This design comes from an exercise in tuning for small area, a short achievable clock period and few clock cycles per item on the open sky130 flow, not from production work. Where RTL was checked, it was by simulation tests only, not by an equivalence proof against the original.

Setup of the baseline:
==> flow/design.v <==
module divider #(
    parameter WIDTH = 32
)(
    input  logic                   clk,
    input  logic                   rst_n,
    input  logic                   start,
    input  logic [WIDTH-1:0]       dividend,
    input  logic [WIDTH-1:0]       divisor,
    output logic [WIDTH-1:0]       quotient,
    output logic [WIDTH-1:0]       remainder,
    output logic                   done
);
    logic        busy;
    logic [4:0]  cnt;           
    logic [31:0] rem_reg;       
    logic [31:0] dq_reg;        
    logic [31:0] dsr_reg;       
    logic [4:0] msb;
    always_comb begin
        msb = 5'd0;
        for (int i = 1; i < 32; i++)
            if (divisor[i]) msb = i[4:0];
    end
    logic [4:0]  skip;
    assign skip = {msb[4:2], 2'b00};
    logic [63:0] pre;
    assign pre = {32'd0, dividend} << skip;
    logic [32:0] partial;
    assign partial = {rem_reg, dq_reg[31]} - {1'b0, dsr_reg};
    always_ff @(posedge clk or negedge rst_n) begin
        if (!rst_n) begin
            busy <= 1'b0;
            done <= 1'b0;
        end else begin
            done <= busy && cnt == 5'd0;
            if (start)
                busy <= 1'b1;
            else if (cnt == 5'd0)
                busy <= 1'b0;
        end
    end
    always_ff @(posedge clk) begin
        if (start) begin
            rem_reg <= pre[63:32];
            dq_reg  <= pre[31:0];
            dsr_reg <= divisor;
            cnt     <= ~skip;
        end else if (busy) begin
            cnt    <= cnt - 5'd1;
            dq_reg <= {dq_reg[30:0], ~partial[32]};
            rem_reg <= partial[32] ? {rem_reg[30:0], dq_reg[31]} : partial[31:0];
        end
    end
    assign quotient  = dq_reg;
    assign remainder = rem_reg;
endmodule
Settings: LEC_CHECK=0, CAP_MARGIN=20, CORE_MARGIN=2, CORE_UTILIZATION=40, SETUP_SLACK_MARGIN=1, SLEW_MARGIN=20; clock period 5.0 ns.
standard.sh (not shown) runs the stock make flow with config.mk's settings and CLKGATE_MAP_FILE= SYNTH_SCRIPT=/design/flow/synth_recipe.tcl, a recipe that flattens the netlist after the stock synthesis.
==> flow/flow/run.sh <==
#!/bin/bash
# The standard layout, with each port buffered by a sky130 buf_1 instead of
# the buffer buffer_ports picks by default.
set -euo pipefail
export BUFFER_PORTS_ARGS="-buffer_cell sky130_fd_sc_hd__buf_1"
bash standard.sh > standard.log 2>&1
Testbench counts of the baseline, summed over its fixed seeds: cycles 25,488, items 1,280.
What the candidate does differently from the baseline at the input level:
==> flow/design.v <==
module divider #(
    parameter WIDTH = 32
)(
    input  logic                   clk,
    input  logic                   rst_n,
    input  logic                   start,
    input  logic [WIDTH-1:0]       dividend,
    input  logic [WIDTH-1:0]       divisor,
    output logic [WIDTH-1:0]       quotient,
    output logic [WIDTH-1:0]       remainder,
    output logic                   done
);
    logic        busy;
    logic [3:0]  cnt;           
    logic [31:0] rem_reg;       
    logic [31:0] dq_reg;        
    logic [31:0] dsr_reg;       
    logic [4:0] msb;
    always_comb begin
        msb = 5'd0;
        for (int i = 1; i < 32; i++)
            if (divisor[i]) msb = i[4:0];
    end
    logic [4:0]  skip;
    assign skip = {msb[4:2], 2'b00};
    logic [63:0] pre;
    assign pre = {32'd0, dividend} << skip;
    logic [33:0] w;
    logic [34:0] d1, d2, d3;
    assign w  = {rem_reg, dq_reg[31:30]};
    assign d1 = {1'b0, w} - {3'b0, dsr_reg};
    assign d2 = {1'b0, w} - {2'b0, dsr_reg, 1'b0};
    logic [34:0] a3, nd, n2d, s3, cy3;
    assign a3  = {1'b0, w};
    assign nd  = ~{3'b0, dsr_reg};
    assign n2d = ~{2'b0, dsr_reg, 1'b0};
    assign s3  = a3 ^ nd ^ n2d;
    assign cy3 = (a3 & nd) | (a3 & n2d) | (nd & n2d);
    assign d3  = s3 - ~{cy3[33:0], 1'b1};
    logic        ge1, ge2, ge3;
    logic [1:0]  qd;
    logic [31:0] rnext;
    assign ge1 = ~d1[34];
    assign ge2 = ~d2[34];
    assign ge3 = ~d3[34];
    assign qd  = {ge2, ge3 | (ge1 & ~ge2)};
    assign rnext = ({32{ge3}}        & d3[31:0])
                 | ({32{ge2 & ~ge3}} & d2[31:0])
                 | ({32{ge1 & ~ge2}} & d1[31:0])
                 | ({32{~ge1}}       & w[31:0]);
    always_ff @(posedge clk or negedge rst_n) begin
        if (!rst_n) begin
            busy <= 1'b0;
            done <= 1'b0;
        end else begin
            done <= busy && cnt == 4'd0;
            if (start)
                busy <= 1'b1;
            else if (cnt == 4'd0)
                busy <= 1'b0;
        end
    end
    always_ff @(posedge clk) begin
        if (start) begin
            rem_reg  <= pre[63:32];
            dq_reg   <= pre[31:0];
            dsr_reg  <= divisor;
        end else if (busy) begin
            dq_reg  <= {dq_reg[29:0], qd};
            rem_reg <= rnext;
        end
    end
    always_ff @(posedge clk) begin
        if (start)
            cnt <= {~msb[4:2], 1'b1};
        else
            cnt <= cnt - 4'd1;
    end
    assign quotient  = dq_reg;
    assign remainder = rem_reg;
endmodule
Notes after the runs:
Wire length on met1 in the candidate vs the baseline: up 87%. The master of the slowest instance on the critical path comes out sky130_fd_sc_hd__nor4_1 in one run and sky130_fd_sc_hd__fa_1 in the other, namely in the baseline and the candidate respectively. | worst path setup slack after routing | the candidate vs the baseline | worse |. The final reports for the candidate and the baseline show routing usage on met1 higher in the former. Multiplexer fraction of the synthesized cell area (the candidate over the baseline): decrease, 3.7 points. On first-iteration DRC count: between the candidate and the baseline, it ends up lower for the baseline.
For the candidate, only the layout was checked, not whether the RTL still works.

[port drivers added, routing unchanged]
No port has a modelled driver above. Below, the same layouts with a new extraction and two added sets of constraints.
Step 1 sets driving cells, clkbuf_16 on the clock port and buf_2 on the other inputs (assumed; they add their load-dependent delay and slew).
Step 2 also shifts input and output timing later by t, the mid clock arrival at the registers, as if the neighbouring blocks saw the same clock.
Slacks: no drivers / after step 1 / after step 2; pairs: no drivers / after step 1.
run	shift t [ns]	setup WS [ns]	worst register clock-pin slew, ns
the baseline	0.398	1.182 / 1.202 / 0.804	0.08 / 0.08
the candidate	0.406	1.059 / 1.059 / 0.807	0.09 / 0.09
After both steps setup and hold are still met in every run listed. For the baseline, which loses most, drivers alone change the setup slack by +0.020 ns; drivers and shift together by -0.378 ns.
